From an optimization exercise on the open Yosys and OpenROAD flow, aimed at small area, a short achievable clock period and few clock cycles; shortcuts taken in it are not production practice. In this exercise RTL edits were held to simulation tests only and were not proved equivalent to the original. No activity file was given, so power comes from the tool's default toggle rates.

File: design/flow/config.mk
export PLATFORM = sky130hd
export DESIGN_NAME = pipeline_cpu
export DESIGN_NICKNAME = pipeline_cpu
export VERILOG_FILES = /design/flow/design.v
export SDC_FILE = /design/flow/constraint.sdc
export NUM_CORES = 4
export LEC_CHECK = 0
export CAP_MARGIN = 20
export CORE_MARGIN = 2
export CORE_UTILIZATION = 40
export PLACE_DENSITY = 0.6
export SLEW_MARGIN = 20
File: design/flow/constraint.sdc
create_clock -name core_clock -period 9.0 [get_ports {clk}]
set_input_delay 1.8000 -clock core_clock [delete_from_list [all_inputs] [get_ports {clk}]]
set_output_delay 1.8000 -clock core_clock [all_outputs]
set_load 0.01 [all_outputs]
File: design/flow/design.v
`timescale 1ns/100ps
module forwarding_unit(
    input [4:0]  id_ex_rs1,
    input [4:0]  id_ex_rs2, 
    input [4:0]  ex_mem_rd,
    input [4:0]  mem_wb_rd,
    input        ex_mem_reg_write,
    input        mem_wb_reg_write,
    output reg [1:0] forward_a,
    output reg [1:0] forward_b
);
    always @(*) begin
        if (ex_mem_reg_write && (ex_mem_rd != 0) && (ex_mem_rd == id_ex_rs1)) begin
            forward_a = 2'b10;  
        end else if (mem_wb_reg_write && (mem_wb_rd != 0) && (mem_wb_rd == id_ex_rs1) && 
                     !((ex_mem_reg_write) && (ex_mem_rd != 0) && (ex_mem_rd == id_ex_rs1))) begin
            forward_a = 2'b01;  
        end else begin
            forward_a = 2'b00;  
        end
        if (ex_mem_reg_write && (ex_mem_rd != 0) && (ex_mem_rd == id_ex_rs2)) begin
            forward_b = 2'b10;  
        end else if (mem_wb_reg_write && (mem_wb_rd != 0) && (mem_wb_rd == id_ex_rs2) && 
                     !((ex_mem_reg_write) && (ex_mem_rd != 0) && (ex_mem_rd == id_ex_rs2))) begin
            forward_b = 2'b01;  
        end else begin
            forward_b = 2'b00;  
        end
    end
endmodule
module mux_forward_a(
    input [63:0] id_ex_rs1_data,
    input [63:0] ex_mem_alu_result,
    input [63:0] wb_write_data,
    input [1:0]  forward_a,
    output reg [63:0] alu_input_a
);
    always @(*) begin
        case (forward_a)
            2'b00: alu_input_a = id_ex_rs1_data;       
            2'b01: alu_input_a = wb_write_data;        
            2'b10: alu_input_a = ex_mem_alu_result;    
            default: alu_input_a = id_ex_rs1_data;
        endcase
    end
endmodule
module mux_forward_b(
    input [63:0] id_ex_rs2_data,
    input [63:0] ex_mem_alu_result,
    input [63:0] wb_write_data,
    input [1:0]  forward_b,
    output reg [63:0] forwarded_rs2_data
);
    always @(*) begin
        case (forward_b)
            2'b00: forwarded_rs2_data = id_ex_rs2_data;       
            2'b01: forwarded_rs2_data = wb_write_data;        
            2'b10: forwarded_rs2_data = ex_mem_alu_result;    
            default: forwarded_rs2_data = id_ex_rs2_data;
        endcase
    end
endmodule
module program_counter(
    input clk,
    input reset,
    input pc_write,
    input branch_taken,
    input [63:0] branch_addr,
    output reg [63:0] pc
);
    always @(posedge clk or posedge reset) begin
        if (reset)
            pc <= 0;
        else if (pc_write) begin
            if (branch_taken) begin
                pc <= branch_addr;
            end else begin
                pc <= pc + 4;
            end
        end
    end
endmodule
module if_id_register (
  input clk,
    input reset,
    input if_id_write,     
    input flush,           
    input [63:0] pc_in,
    input [31:0] instruction_in,
    output reg [63:0] pc_out,
    output reg [31:0] instruction_out
);
    always @(posedge clk or posedge reset) begin
        if (reset) begin 
            pc_out <= 0;
            instruction_out <= 32'h00000013;  
        end else if (flush) begin
            pc_out <= 0;
            instruction_out <= 32'h00000013;  
        end else if (if_id_write) begin  
            pc_out <= pc_in;
            instruction_out <= instruction_in;
        end
    end
endmodule
module decoder(
    input [31:0] instruction,
    output [4:0] rs1,
    output [4:0] rs2,
    output [4:0] rd,
    output [6:0] opcode,
    output [2:0] funct3,
    output [6:0] funct7
);
    assign opcode = instruction[6:0];
    assign rd     = instruction[11:7];
    assign funct3 = instruction[14:12];
    assign rs1    = instruction[19:15];
    assign rs2    = instruction[24:20];
    assign funct7 = instruction[31:25];
endmodule
module imm_gen(
  input [31:0] instruction,
  output reg [63:0] imm_out
);
  always @(*) begin
    case (instruction[6:0])
      7'b0000011:  
        imm_out = {{52{instruction[31]}}, instruction[31:20]};
      7'b0010011:  
        imm_out = {{52{instruction[31]}}, instruction[31:20]};
      7'b0100011:  
        imm_out = {{52{instruction[31]}}, instruction[31:25], instruction[11:7]};
      7'b1100011:  
        imm_out = {{51{instruction[31]}}, instruction[7], instruction[30:25], instruction[11:8], 1'b0};
      default:
        imm_out = 64'b0;
    endcase
  end
endmodule
module control_unit(
    input  [6:0] opcode,
    output reg reg_write,
    output reg mem_read,
    output reg mem_write,
    output reg branch,
    output reg alu_src,
    output reg mem_to_reg
);
  always @(*) begin
    reg_write = 0;
    mem_read  = 0;
    mem_write = 0;
    branch    = 0;
    alu_src   = 0;
    mem_to_reg= 0;
    case (opcode)
      7'b0000011: begin  
        reg_write = 1;
        mem_read  = 1;
        alu_src   = 1;
        mem_to_reg= 1;
      end
      7'b0100011: begin  
        mem_write = 1;
        alu_src   = 1;
      end
      7'b0110011: begin  
        reg_write = 1;
        alu_src   = 0;
      end
      7'b0010011: begin  
        reg_write = 1;
        alu_src   = 1;
      end
      7'b1100011: begin  
        branch    = 1;
        alu_src   = 0;
      end
    endcase
  end
endmodule
module id_ex_register(
    input clk,
    input reset,
    input  [63:0] pc_in,
    input  [63:0] rs1_data_in,
    input  [63:0] rs2_data_in,
    input  [4:0]  rs1_in,
    input  [4:0]  rs2_in,
    input  [4:0]  rd_in,
    input  [63:0] imm_in,
    input  [6:0]  opcode_in,
    input  [2:0]  funct3_in,
    input  [6:0]  funct7_in,
    input         reg_write_in,
    input         mem_read_in,
    input         mem_write_in,
    input         branch_in,
    input         alu_src_in,
    input         mem_to_reg_in,
    input  [3:0]  alu_control_in,
    output reg [63:0] pc_out,
    output reg [63:0] rs1_data_out,
    output reg [63:0] rs2_data_out,
    output reg [4:0]  rs1_out,
    output reg [4:0]  rs2_out,
    output reg [4:0]  rd_out,
    output reg [63:0] imm_out,
    output reg [6:0]  opcode_out,
    output reg [2:0]  funct3_out,
    output reg [6:0]  funct7_out,
    output reg        reg_write_out,
    output reg        mem_read_out,
    output reg        mem_write_out,
    output reg        branch_out,
    output reg        alu_src_out,
    output reg        mem_to_reg_out,
    output reg [3:0]  alu_control_out
);
    always @(posedge clk or posedge reset) begin
        if (reset) begin
            pc_out          <= 64'b0;
            rs1_data_out    <= 64'b0;
            rs2_data_out    <= 64'b0;
            rs1_out         <= 5'b0;
            rs2_out         <= 5'b0;
            rd_out          <= 5'b0;
            imm_out         <= 64'b0;
            opcode_out      <= 7'b0;
            funct3_out      <= 3'b0;
            funct7_out      <= 7'b0;
            reg_write_out   <= 1'b0;
            mem_read_out    <= 1'b0;
            mem_write_out   <= 1'b0;
            branch_out      <= 1'b0;
            alu_src_out     <= 1'b0;
            mem_to_reg_out  <= 1'b0;
            alu_control_out <= 4'b0;
        end else begin
            pc_out          <= pc_in;
            rs1_data_out    <= rs1_data_in;
            rs2_data_out    <= rs2_data_in;
            rs1_out         <= rs1_in;
            rs2_out         <= rs2_in;
            rd_out          <= rd_in;
            imm_out         <= imm_in;
            opcode_out      <= opcode_in;
            funct3_out      <= funct3_in;
            funct7_out      <= funct7_in;
            reg_write_out   <= reg_write_in;
            mem_read_out    <= mem_read_in;
            mem_write_out   <= mem_write_in;
            branch_out      <= branch_in;
            alu_src_out     <= alu_src_in;
            mem_to_reg_out  <= mem_to_reg_in;
            alu_control_out <= alu_control_in;
        end
    end
endmodule
module register_file(
    input clk,
    input [4:0] rs1,
    input [4:0] rs2,
    input [4:0] rd,
    input [63:0] write_data,
    input reg_write,
    output [63:0] rs1_data,
    output [63:0] rs2_data
);
    reg [63:0] regs[1:31];
    assign rs1_data = (rs1 == 0) ? 64'b0 :
                      (reg_write && rd == rs1) ? write_data : regs[rs1];
    assign rs2_data = (rs2 == 0) ? 64'b0 :
                      (reg_write && rd == rs2) ? write_data : regs[rs2];
    always @(posedge clk) begin
        if (reg_write && rd != 0) begin
            regs[rd] <= write_data;
        end
    end
endmodule
module alu (
    input  [63:0] a,
    input  [63:0] b,
    input  [3:0]  alu_op,
    output reg [63:0] result,
    output        zero
);
    always @(*) begin
        case (alu_op)
            4'b0000: result = a + b;            
            4'b0001: result = a & b;            
            4'b0010: result = a | b;            
            4'b0011: result = a << b[5:0];      
            4'b0100: result = (a != b);         
            default: result = 64'b0;
        endcase
    end
    assign zero = (result == 0);
endmodule
module branch_addr_calc (
    input  [63:0] pc,
    input  [63:0] imm,
    output [63:0] branch_addr
);
    assign branch_addr = pc + imm;
endmodule
module mux_alu_src (
    input  [63:0] rs2_data,
    input  [63:0] imm_data,
    input         alu_src,
    output [63:0] alu_b
);
    assign alu_b = (alu_src) ? imm_data : rs2_data;
endmodule
module ex_stage (
    input  [63:0] pc_in,
    input  [63:0] rs1_data,
    input  [63:0] rs2_data,
    input  [63:0] imm_data,
    input         alu_src,
    input  [3:0]  alu_op,
    input         branch_control,
    input  [63:0] ex_mem_alu_result,
    input  [63:0] wb_write_data,
    input  [1:0]  forward_a,
    input  [1:0]  forward_b,
    output [63:0] alu_result,
    output [63:0] branch_addr,
    output        branch_taken
);
    wire [63:0] alu_a_input, alu_b_input;
    wire [63:0] forwarded_rs2_data;
    wire        zero_flag;
    mux_forward_a forward_mux_a (
        .id_ex_rs1_data(rs1_data),
        .ex_mem_alu_result(ex_mem_alu_result),
        .wb_write_data(wb_write_data),
        .forward_a(forward_a),
        .alu_input_a(alu_a_input)
    );
    mux_forward_b forward_mux_b (
        .id_ex_rs2_data(rs2_data),
        .ex_mem_alu_result(ex_mem_alu_result),
        .wb_write_data(wb_write_data),
        .forward_b(forward_b),
        .forwarded_rs2_data(forwarded_rs2_data)
    );
    mux_alu_src mux_b (
        .rs2_data(forwarded_rs2_data),  
        .imm_data(imm_data),
        .alu_src(alu_src),
        .alu_b(alu_b_input)
    );
    alu alu_unit (
        .a(alu_a_input),  
        .b(alu_b_input),
        .alu_op(alu_op),
        .result(alu_result),
        .zero(zero_flag)
    );
    branch_addr_calc branch_calc (
        .pc(pc_in),
        .imm(imm_data),
        .branch_addr(branch_addr)
    );
    assign branch_taken = branch_control && (alu_op == 4'b0100) && (zero_flag == 0);
endmodule
module alu_control (
    input  [6:0] opcode,
    input  [2:0] funct3,
    input  [6:0] funct7,
    output reg [3:0] alu_op
);
    always @(*) begin
        case(opcode)
            7'b0000011: alu_op = 4'b0000;  
            7'b0100011: alu_op = 4'b0000;  
            7'b0010011: alu_op = 4'b0010;  
            7'b0110011: begin              
                case(funct3)
                    3'b000: alu_op = 4'b0000;  
                    3'b111: alu_op = 4'b0001;  
                    3'b001: alu_op = 4'b0011;  
                    default: alu_op = 4'b0000;
                endcase
            end
            7'b1100011: alu_op = 4'b0100;    
            default: alu_op = 4'b0000;
        endcase
    end
endmodule
module ex_mem_register(
    input clk,
    input reset,
    input [63:0] ex_alu_result,
    input [63:0] ex_rs2_data,     
    input [4:0]  ex_rd,
    input        ex_mem_read,
    input        ex_mem_write,
    input        ex_reg_write,
    input        ex_mem_to_reg,
    output reg [63:0] mem_alu_result,
    output reg [63:0] mem_write_data,
    output reg [4:0]  mem_rd,
    output reg        mem_mem_read,
    output reg        mem_mem_write,
    output reg        mem_reg_write,
    output reg        mem_mem_to_reg
);
    always @(posedge clk or posedge reset) begin
        if (reset) begin
            mem_alu_result  <= 64'b0;
            mem_write_data  <= 64'b0;
            mem_rd          <= 5'b0;
            mem_mem_read    <= 0;
            mem_mem_write   <= 0;
            mem_reg_write   <= 0;
            mem_mem_to_reg  <= 0;
        end else begin
            mem_alu_result  <= ex_alu_result;
            mem_write_data  <= ex_rs2_data;
            mem_rd          <= ex_rd;
            mem_mem_read    <= ex_mem_read;
            mem_mem_write   <= ex_mem_write;
            mem_reg_write   <= ex_reg_write;
            mem_mem_to_reg  <= ex_mem_to_reg;
        end
    end
endmodule
module mem_wb_register(
    input clk,
    input reset,
    input [63:0] mem_read_data_in,
    input [63:0] mem_alu_result_in,
    input [4:0]  mem_rd_in,
    input        mem_reg_write_in,
    input        mem_mem_to_reg_in,
    output reg [63:0] wb_read_data_out,
    output reg [63:0] wb_alu_result_out,
    output reg [4:0]  wb_rd_out,
    output reg        wb_reg_write_out,
    output reg        wb_mem_to_reg_out
);
    always @(posedge clk or posedge reset) begin
        if (reset) begin
            wb_read_data_out   <= 64'b0;
            wb_alu_result_out  <= 64'b0;
            wb_rd_out          <= 5'b0;
            wb_reg_write_out   <= 0;
            wb_mem_to_reg_out  <= 0;
        end else begin
            wb_read_data_out   <= mem_read_data_in;
            wb_alu_result_out  <= mem_alu_result_in;
            wb_rd_out          <= mem_rd_in;
            wb_reg_write_out   <= mem_reg_write_in;
            wb_mem_to_reg_out  <= mem_mem_to_reg_in;
        end
    end
endmodule
module hazard_detection_unit(
    input [4:0]  if_id_rs1,
    input [4:0]  if_id_rs2,
    input [4:0]  id_ex_rd,
    input        id_ex_mem_read,
    output reg   stall
);
    always @(*) begin
        if (id_ex_mem_read && (id_ex_rd != 0) && 
            ((id_ex_rd == if_id_rs1) || (id_ex_rd == if_id_rs2))) begin
            stall = 1'b1; 
        end else begin
            stall = 1'b0; 
        end
    end
endmodule
module pipeline_control(
    input        stall,
    input        branch_taken,
    output reg   pc_write,      
    output reg   if_id_write,   
    output reg   control_mux    
);
    always @(*) begin
        if (stall) begin
            pc_write     = 1'b0;  
            if_id_write  = 1'b0;  
            control_mux  = 1'b1;  
        end else if (branch_taken) begin
            pc_write     = 1'b1;  
            if_id_write  = 1'b1;  
            control_mux  = 1'b1;  
        end else begin
            pc_write     = 1'b1;  
            if_id_write  = 1'b1;  
            control_mux  = 1'b0;  
        end
    end
endmodule
module control_mux(
    input        control_mux_sel,
    input        reg_write_in,
    input        mem_read_in,
    input        mem_write_in,
    input        branch_in,
    input        alu_src_in,
    input        mem_to_reg_in,
    output reg   reg_write_out,
    output reg   mem_read_out,
    output reg   mem_write_out,
    output reg   branch_out,
    output reg   alu_src_out,
    output reg   mem_to_reg_out
);
    always @(*) begin
        if (control_mux_sel) begin
            reg_write_out  = 1'b0;
            mem_read_out   = 1'b0;
            mem_write_out  = 1'b0;
            branch_out     = 1'b0;
            alu_src_out    = 1'b0;
            mem_to_reg_out = 1'b0;
        end else begin
            reg_write_out  = reg_write_in;
            mem_read_out   = mem_read_in;
            mem_write_out  = mem_write_in;
            branch_out     = branch_in;
            alu_src_out    = alu_src_in;
            mem_to_reg_out = mem_to_reg_in;
        end
    end
endmodule
`timescale 1ns/100ps
module pipeline_cpu (
    input         clk,
    input         reset,
    output [11:0] imem_addr,
    input  [31:0] imem_data,
    output [7:0]  dmem_addr,
    output        dmem_we,
    output [7:0]  dmem_wdata,
    input  [7:0]  dmem_rdata,
    output        wb_valid,
    output [4:0]  wb_rd,
    output [63:0] wb_data
);
    wire [63:0] if_pc;
    wire [31:0] if_instruction;
    wire [63:0] if_id_pc;
    wire [31:0] if_id_instruction;
    wire [4:0]  id_dec_rs1, id_dec_rs2, id_dec_rd;
    wire [6:0]  id_dec_opcode, id_dec_funct7;
    wire [2:0]  id_dec_funct3;
    wire [63:0] id_imm_generated;
    wire [63:0] id_rs1_data_from_rf;
    wire [63:0] id_rs2_data_from_rf;
    wire        id_ctrl_reg_write;
    wire        id_ctrl_mem_to_reg;
    wire        id_ctrl_mem_read;
    wire        id_ctrl_mem_write;
    wire [3:0]  id_ctrl_alu_op;
    wire        id_ctrl_alu_src;
    wire        id_ctrl_branch;
    wire        id_ctrl_reg_write_final;
    wire        id_ctrl_mem_to_reg_final;
    wire        id_ctrl_mem_read_final;
    wire        id_ctrl_mem_write_final;
    wire        id_ctrl_alu_src_final;
    wire        id_ctrl_branch_final;
    wire [63:0] id_ex_pc;
    wire [63:0] id_ex_rs1_data;
    wire [63:0] id_ex_rs2_data;
    wire [4:0]  id_ex_rs1;
    wire [4:0]  id_ex_rs2;
    wire [4:0]  id_ex_rd;
    wire [63:0] id_ex_imm;
    wire [6:0]  id_ex_opcode;
    wire [2:0]  id_ex_funct3;
    wire [6:0]  id_ex_funct7;
    wire        id_ex_reg_write;
    wire        id_ex_mem_read;
    wire        id_ex_mem_write;
    wire        id_ex_branch;
    wire        id_ex_alu_src;
    wire        id_ex_mem_to_reg;
    wire [3:0]  id_ex_alu_op;
    wire [63:0] ex_alu_result;
    wire [63:0] ex_branch_addr;
    wire        ex_branch_taken;
    wire [63:0] ex_mem_alu_result;
    wire [63:0] ex_mem_write_data;
    wire [4:0]  ex_mem_rd;
    wire        ex_mem_reg_write;
    wire        ex_mem_to_reg;
    wire        ex_mem_read;
    wire        ex_mem_write;
    wire [63:0] mem_read_data_from_dmem;
    wire [63:0] mem_wb_read_data;
    wire [63:0] mem_wb_alu_result;
    wire [4:0]  mem_wb_rd;
    wire        mem_wb_reg_write;
    wire        mem_wb_mem_to_reg;
    wire [63:0] wb_write_data;
    wire [1:0] forward_a, forward_b;
    wire stall;
    wire pc_write;
    wire if_id_write;
    wire control_mux_sel;
    hazard_detection_unit hazard_unit (
        .if_id_rs1(id_dec_rs1),
        .if_id_rs2(id_dec_rs2),
        .id_ex_rd(id_ex_rd),
        .id_ex_mem_read(id_ex_mem_read),
        .stall(stall)
    );
    pipeline_control pipe_ctrl (
        .stall(stall),
        .branch_taken(ex_branch_taken),
        .pc_write(pc_write),
        .if_id_write(if_id_write),
        .control_mux(control_mux_sel)
    );
    control_mux ctrl_mux (
        .control_mux_sel(control_mux_sel),
        .reg_write_in(id_ctrl_reg_write),
        .mem_read_in(id_ctrl_mem_read),
        .mem_write_in(id_ctrl_mem_write),
        .branch_in(id_ctrl_branch),
        .alu_src_in(id_ctrl_alu_src),
        .mem_to_reg_in(id_ctrl_mem_to_reg),
        .reg_write_out(id_ctrl_reg_write_final),
        .mem_read_out(id_ctrl_mem_read_final),
        .mem_write_out(id_ctrl_mem_write_final),
        .branch_out(id_ctrl_branch_final),
        .alu_src_out(id_ctrl_alu_src_final),
        .mem_to_reg_out(id_ctrl_mem_to_reg_final)
    );
    forwarding_unit forward_unit (
        .id_ex_rs1(id_ex_rs1),
        .id_ex_rs2(id_ex_rs2),
        .ex_mem_rd(ex_mem_rd),
        .mem_wb_rd(mem_wb_rd),
        .ex_mem_reg_write(ex_mem_reg_write),
        .mem_wb_reg_write(mem_wb_reg_write),
        .forward_a(forward_a),
        .forward_b(forward_b)
    );
    program_counter pc (
        .clk(clk),
        .reset(reset),
        .pc_write(pc_write),         
        .branch_taken(ex_branch_taken),
        .branch_addr(ex_branch_addr),
        .pc(if_pc)
    );
    if_id_register if_id (
        .clk(clk),
        .reset(reset),
        .if_id_write(if_id_write),  
        .flush(ex_branch_taken),    
        .pc_in(if_pc),
        .instruction_in(if_instruction),
        .pc_out(if_id_pc),
        .instruction_out(if_id_instruction)
    );
    decoder dec_inst (
        .instruction(if_id_instruction),
        .rs1(id_dec_rs1),
        .rs2(id_dec_rs2),
        .rd(id_dec_rd),
        .opcode(id_dec_opcode),
        .funct3(id_dec_funct3),
        .funct7(id_dec_funct7)
    );
    imm_gen imm_gen_inst (
        .instruction(if_id_instruction),
        .imm_out(id_imm_generated)
    );
    register_file rf (
        .clk(clk),
        .rs1(id_dec_rs1),
        .rs2(id_dec_rs2),
        .rd(mem_wb_rd),
        .write_data(wb_write_data),
        .reg_write(mem_wb_reg_write),
        .rs1_data(id_rs1_data_from_rf), 
        .rs2_data(id_rs2_data_from_rf)  
    );
    control_unit cu (
        .opcode(id_dec_opcode),
        .reg_write(id_ctrl_reg_write),
        .mem_to_reg(id_ctrl_mem_to_reg),
        .mem_read(id_ctrl_mem_read),
        .mem_write(id_ctrl_mem_write),
        .alu_src(id_ctrl_alu_src),
        .branch(id_ctrl_branch)
    );
    alu_control alu_ctrl_inst (
        .opcode(id_dec_opcode),
        .funct3(id_dec_funct3),
        .funct7(id_dec_funct7),
        .alu_op(id_ctrl_alu_op)
    );
    id_ex_register id_ex (
        .clk(clk),
        .reset(reset),
        .pc_in(if_id_pc),
        .rs1_data_in(id_rs1_data_from_rf),
        .rs2_data_in(id_rs2_data_from_rf),
        .rs1_in(id_dec_rs1),       
        .rs2_in(id_dec_rs2),       
        .rd_in(id_dec_rd),         
        .imm_in(id_imm_generated), 
        .opcode_in(id_dec_opcode), 
        .funct3_in(id_dec_funct3), 
        .funct7_in(id_dec_funct7), 
        .reg_write_in(id_ctrl_reg_write_final),     
        .mem_read_in(id_ctrl_mem_read_final),       
        .mem_write_in(id_ctrl_mem_write_final),     
        .branch_in(id_ctrl_branch_final),           
        .alu_src_in(id_ctrl_alu_src_final),         
        .mem_to_reg_in(id_ctrl_mem_to_reg_final),   
        .alu_control_in(id_ctrl_alu_op), 
        .pc_out(id_ex_pc),
        .rs1_data_out(id_ex_rs1_data),
        .rs2_data_out(id_ex_rs2_data),
        .rs1_out(id_ex_rs1),
        .rs2_out(id_ex_rs2),
        .rd_out(id_ex_rd),
        .imm_out(id_ex_imm),
        .opcode_out(id_ex_opcode),
        .funct3_out(id_ex_funct3),
        .funct7_out(id_ex_funct7),
        .reg_write_out(id_ex_reg_write),
        .mem_read_out(id_ex_mem_read),
        .mem_write_out(id_ex_mem_write),
        .branch_out(id_ex_branch),
        .alu_src_out(id_ex_alu_src),
        .mem_to_reg_out(id_ex_mem_to_reg),
        .alu_control_out(id_ex_alu_op) 
    );
    ex_stage ex_stg (
        .pc_in(id_ex_pc),
        .rs1_data(id_ex_rs1_data),
        .rs2_data(id_ex_rs2_data),
        .imm_data(id_ex_imm),
        .alu_src(id_ex_alu_src),
        .alu_op(id_ex_alu_op),
        .branch_control(id_ex_branch),
        .ex_mem_alu_result(ex_mem_alu_result),
        .wb_write_data(wb_write_data),
        .forward_a(forward_a),
        .forward_b(forward_b),
        .alu_result(ex_alu_result), 
        .branch_addr(ex_branch_addr),
        .branch_taken(ex_branch_taken) 
    );
    wire [63:0] ex_forwarded_rs2_data;
    mux_forward_b store_forward_mux (
        .id_ex_rs2_data(id_ex_rs2_data),
        .ex_mem_alu_result(ex_mem_alu_result),
        .wb_write_data(wb_write_data),
        .forward_b(forward_b),
        .forwarded_rs2_data(ex_forwarded_rs2_data)
    );
    ex_mem_register ex_mem_reg (
        .clk(clk),
        .reset(reset),
        .ex_alu_result(ex_alu_result),
        .ex_rs2_data(ex_forwarded_rs2_data), 
        .ex_rd(id_ex_rd),
        .ex_mem_read(id_ex_mem_read),
        .ex_mem_write(id_ex_mem_write),
        .ex_reg_write(id_ex_reg_write),
        .ex_mem_to_reg(id_ex_mem_to_reg),
        .mem_alu_result(ex_mem_alu_result),
        .mem_write_data(ex_mem_write_data),
        .mem_rd(ex_mem_rd),
        .mem_mem_read(ex_mem_read),
        .mem_mem_write(ex_mem_write),
        .mem_reg_write(ex_mem_reg_write),
        .mem_mem_to_reg(ex_mem_to_reg)
    );
    mem_wb_register mem_wb_reg (
        .clk(clk),
        .reset(reset),
        .mem_read_data_in(mem_read_data_from_dmem),
        .mem_alu_result_in(ex_mem_alu_result),
        .mem_rd_in(ex_mem_rd),
        .mem_reg_write_in(ex_mem_reg_write),
        .mem_mem_to_reg_in(ex_mem_to_reg),
        .wb_read_data_out(mem_wb_read_data),
        .wb_alu_result_out(mem_wb_alu_result),
        .wb_rd_out(mem_wb_rd),
        .wb_reg_write_out(mem_wb_reg_write),
        .wb_mem_to_reg_out(mem_wb_mem_to_reg)
    );
    assign wb_write_data = mem_wb_mem_to_reg ? mem_wb_read_data : mem_wb_alu_result;
    assign imem_addr      = if_pc[11:0];
    assign if_instruction = imem_data;
    assign dmem_addr      = ex_mem_alu_result[7:0];
    assign dmem_we        = ex_mem_write;
    assign dmem_wdata     = ex_mem_write_data[7:0];
    assign mem_read_data_from_dmem = {{56{dmem_rdata[7]}}, dmem_rdata};
    assign wb_valid = mem_wb_reg_write && (mem_wb_rd != 0);
    assign wb_rd    = mem_wb_rd;
    assign wb_data  = wb_write_data;
endmodule
File: design/flow/run.sh
#!/bin/bash
# synth_recipe.tcl (not shown) runs the flow's synth.tcl, then flattens the netlist and writes it again
# the make line also repeats each setting of config.mk as NAME=value (left out here)
make -C /OpenROAD-flow-scripts/flow DESIGN_CONFIG=/design/flow/config.mk WORK_HOME=/design/flow/orfs CLKGATE_MAP_FILE= SYNTH_SCRIPT=/design/flow/synth_recipe.tcl finish
==> summary.txt <==
Run status
  • Outcome: complete, no violations

STA
  • Slew Viols, Final: 0
  • Worst Max-Slew Pin Slew: 1.267 ns
  • Min cycle time layout: 8.733 ns
  • RSZ-0062 raised after global routing: no
  • Max-slew headroom: 14.78%
  • Maximum clock rate: 114.5 MHz
  • Crit share post-route: 97.03%
  • Final Hold Viols: 0
  • Clock skew: 0.05462 ns
  • Final setup vio count: 0
  • Final worst slack: 0.2672 ns

Worst setup path
  • Worst Setup EP: id_ex.reg_write_out
  • Worst Path Arrival: 9.49 ns
  • Worst setup path class: reg2reg
  • Crit path max fanout: 39
  • Reg2reg end: id_ex.reg_write_out
  • Source of the critical timing path: mem_wb_reg.wb_rd_out[4]
  • CP Capture Type: register
  • R2R Setup Slk: 0.27 ns
  • Worst setup SP type: register
  • Cell depth of the worst flop-to-flop path: 27
  • Worst r2r src: mem_wb_reg.wb_rd_out[4]
  • CP Data Required Time: 9.75 ns

Synth
  • Synth top cells by count: edfxtp_1, mux2i_1, mux4_2
  • Top-count cell post-synth: edfxtp_1
  • Synth Area in Compound Gates: 11.04%
  • Largest area contributor in the netlist: edfxtp_1
  • Post-synthesis mux area share: 20.50%
  • Syn avg cell area: 13.99 um2
  • Top cell type's share of synthesized area: 49.25%
  • Synth Area in Simple Gates: 5.744%
  • XOR/XNOR Fraction of Synth Area: 0.7240%
  • Top FF cell, synth: edfxtp_1
  • Yosys Warn Count: 16
  • Register bit total from synthesis: 2376
  • Synth Cell Area: 121000 um2
  • Synth cell types: 105
  • Syn nets: 8830
  • Combinational family with the most area after synthesis: multiplexers
  • Adder-cell share of the synthesized area: 1.492%
  • Top post-synthesis cells by area: edfxtp_1, mux4_2, dfrtp_1
  • Seq/Total Area, Yosys: 57.36%
  • Async set-reset flop share out of synthesis: 16.50%
  • Number of synthesized flops with an enable pin: 1984
  • Synth Instances: 8645

Cells and area
  • Area added between synthesis and finish: 12.98%
  • Layout cells sized above 1: 18.45%
  • Nets: 8888
  • Largest register by flop count: rf.regs
  • Largest register FFs: 1984
  • Register area: 69430 um2
  • Fillcell total: 26370
  • Multi-input gate area: 48280 um2
  • Final core utilization: 45.51%
  • Post-route cell area: 136700 um2

Placement
  • Area after DPL: 128100 um2
  • Port Buffers: 140
  • Dpl hpwl: 301800 um
  • Final Wtd Congestion: 1.052
  • Place WS: 0.1317 ns

GRT
  • Number of global-route vias before repair: 83970
  • Initial antenna violation count: 43
  • Global-route wire length before repair: 661500 um
  • GR Overflow Total: 0
  • Largest net degree at the start of global routing: 153
  • Total GRT Usage: 30.29%

Route
  • Per-cell routed wire length: 37.04 um
  • Routed wire length: 477200 um
  • Routed Antenna Nets: 0
  • First-pass detailed-route iteration total: 8
  • Initial DRC Count: 13710
  • Post-DR vias/cell: 6.751
  • DR vias: 86970
  • Drt drc: 0

Pwr
  • Power Density: 238.5 nW/um2
  • Leak pwr: 47.23 nW
  • Peak VDD IR: 0.1660 mV

Hold path
  • Hold Startpoint: if_id.pc_out[10]
  • Hold Crit Class: reg2reg

Floorplanning
  • # rows: 201
  • Core Box Area: 300300 um2
  • IO Count: 141
  • Initial core utilization: 40.28%
  • Die Footprint: 306800 um2
  • Die Wd: 553.9 um
  • Die extent in y: 553.9 um

Clock network
  • Root Buffer: clkbuf_16
  • Total clock sinks: 2376
  • Clock Latency Late Sink: 0.91 ns
  • H-Tree Level Count: 5
  • TritonCTS Buffers: 269
  • CTS clk-pin slew, worst paths: 0.06 ns
  • TritonCTS clock tree: done
  • Clock buffer depth: 4
  • # Post-CTS Setup Buffers: 0

Flow run
  • Max-cap violations: 0
## worst min path at each step
stage	slack [ns]	end	cells past startpoint
after floorplan	0.33	ex_mem_reg.mem_mem_write	0
after global placement	0.35	ex_mem_reg.mem_reg_write	0
after detailed placement	0.34	ex_mem_reg.mem_reg_write	0
after CTS	0.36	ex_mem_reg.mem_reg_write	0
after global routing	0.37	ex_mem_reg.mem_reg_write	0
final	0.35	id_ex.pc_out[10]	0
## per-stage QoR
stage / TNS [ns] / instances / hold WS (ns) / total power, mW
global route: 0 / 12870 / 0.3699 / 33.42
finish: 0 / 12880 / 0.3545 / 32.59
floorplan: 0 / 8645 / 0.3312 / 17.83
CTS: 0 / 12870 / 0.3581 / 32.39
detailed placement: 0 / 12390 / 0.3380 / 21.67
global placement: -7.270 / 12380 / 0.3519 / 21.64
## placed cells by master (no fill, tap or decap), types with 64 or more instances in the layout
cell and n:
a211oi_1 287, a21o_1 64, a21oi_1 451, a31oi_1 72, buf_4 323, clkbuf_1 68, clkbuf_16 277, clkdlybuf4s50_1 140
dfrtp_1 378, edfxtp_1 1984, ha_1 140, inv_1 231, mux2i_1 788, mux4_2 739, nand2_1 370, nand3_1 220
nor2_1 540, nor3_1 81, o211ai_1 91, o21a_1 74, o21ai_0 268, o221ai_1 200, o22ai_1 205
## cell type report
cell class	instances	share of cell area, %
clock buffer	359	5.400
antenna	13	0.02380
inverter	247	0.6848
sequential	2376	50.80
clock inverter	121	0.8093
multi-input combinational	5308	35.32
tap	3958	3.623
timing repair buffer	501	3.336
## cells by family after synthesis
family                     count (synthesis)
buffers and inverters                    962
adders and majority gates                143
and+or+nand+nor                         1530
DFF                                     2376
xor gates and xnor gates                 100
AOI/OAI and AO/OA                       1983
muxes                                   1551
## power by group
| part | leakage [nW] | internal [mW] | switching, mW |
|---|---|---|---|
| sequential | 22.5 | 13.7 | 0.474 |
| clock | 4.16 | 6.20 | 4.60 |
| combinational | 20.6 | 2.11 | 5.50 |
| total | 47.2 | 22.0 | 10.6 |
## metal layers
layer | vias up | share of wire, % | GRT usage [%]
li1 | 34770 | - | -
met1 | 45340 | 39 | 41.96
met2 | 5787 | 45 | 45.88
met3 | 1053 | 12 | 7.659
met4 | 22 | 4.3 | 11.41
met5 | - | 0.032 | 0
## critical path: stages, from the launching register on
cell	delay [ns]
dfrtp_1	0.36
buf_4	0.19
or3_4	0.42
o31ai_4	0.40
or4_4	0.52
a31oi_1	0.22
and2_1	0.29
ha_1	0.31
fa_1	0.48
a21o_1	0.22
a221oi_1	0.29
buf_4	0.21
o31a_1	0.19
a2111oi_1	0.10
buf_4	0.17
o31ai_1	0.52
nand2_1	0.32
a311o_1	0.40
a21oi_1	0.33
xor2_1	0.18
nor2_1	0.08
or4_1	0.44
nand4b_1	0.30
nor4_2	0.50
nand4b_1	0.29
buf_4	0.27
and2_4	0.21
a2111oi_1	0.36
## repair_timing
item                       4_1_cts  5_1_grt
gates resized for setup          0        4
hold endpoints to repair         0        0
hold buffers                     0        0
setup endpoints to repair        0       59
Testbench counts, summed over its fixed seeds: cycles 17,322.

re-timing with driven ports:
In the flow no input, the clock included, has a driving cell. The finished layout below was timed again as built, in two steps.
Step 1, drivers: a clkbuf_16 drives clk and a buf_2 each remaining input, both assumed.
Step 2 also shifts input and output timing later by t, the mid clock arrival at the registers, as if the neighbouring blocks saw the same clock.
a / b / c = ideal / step 1 / step 2; a / b = the first two.
t (ns): 0.988
setup slack, ns: 0.267 / 0.267 / 0.267
latest minus earliest clock arrival (ns): 0.062 / 0.062
worst register clock-pin slew, ns: 0.08 / 0.08
After both steps setup and hold are still met in this run. The setup slack of this run moves by 0.000 ns with the drivers and by 0.000 ns with both steps.
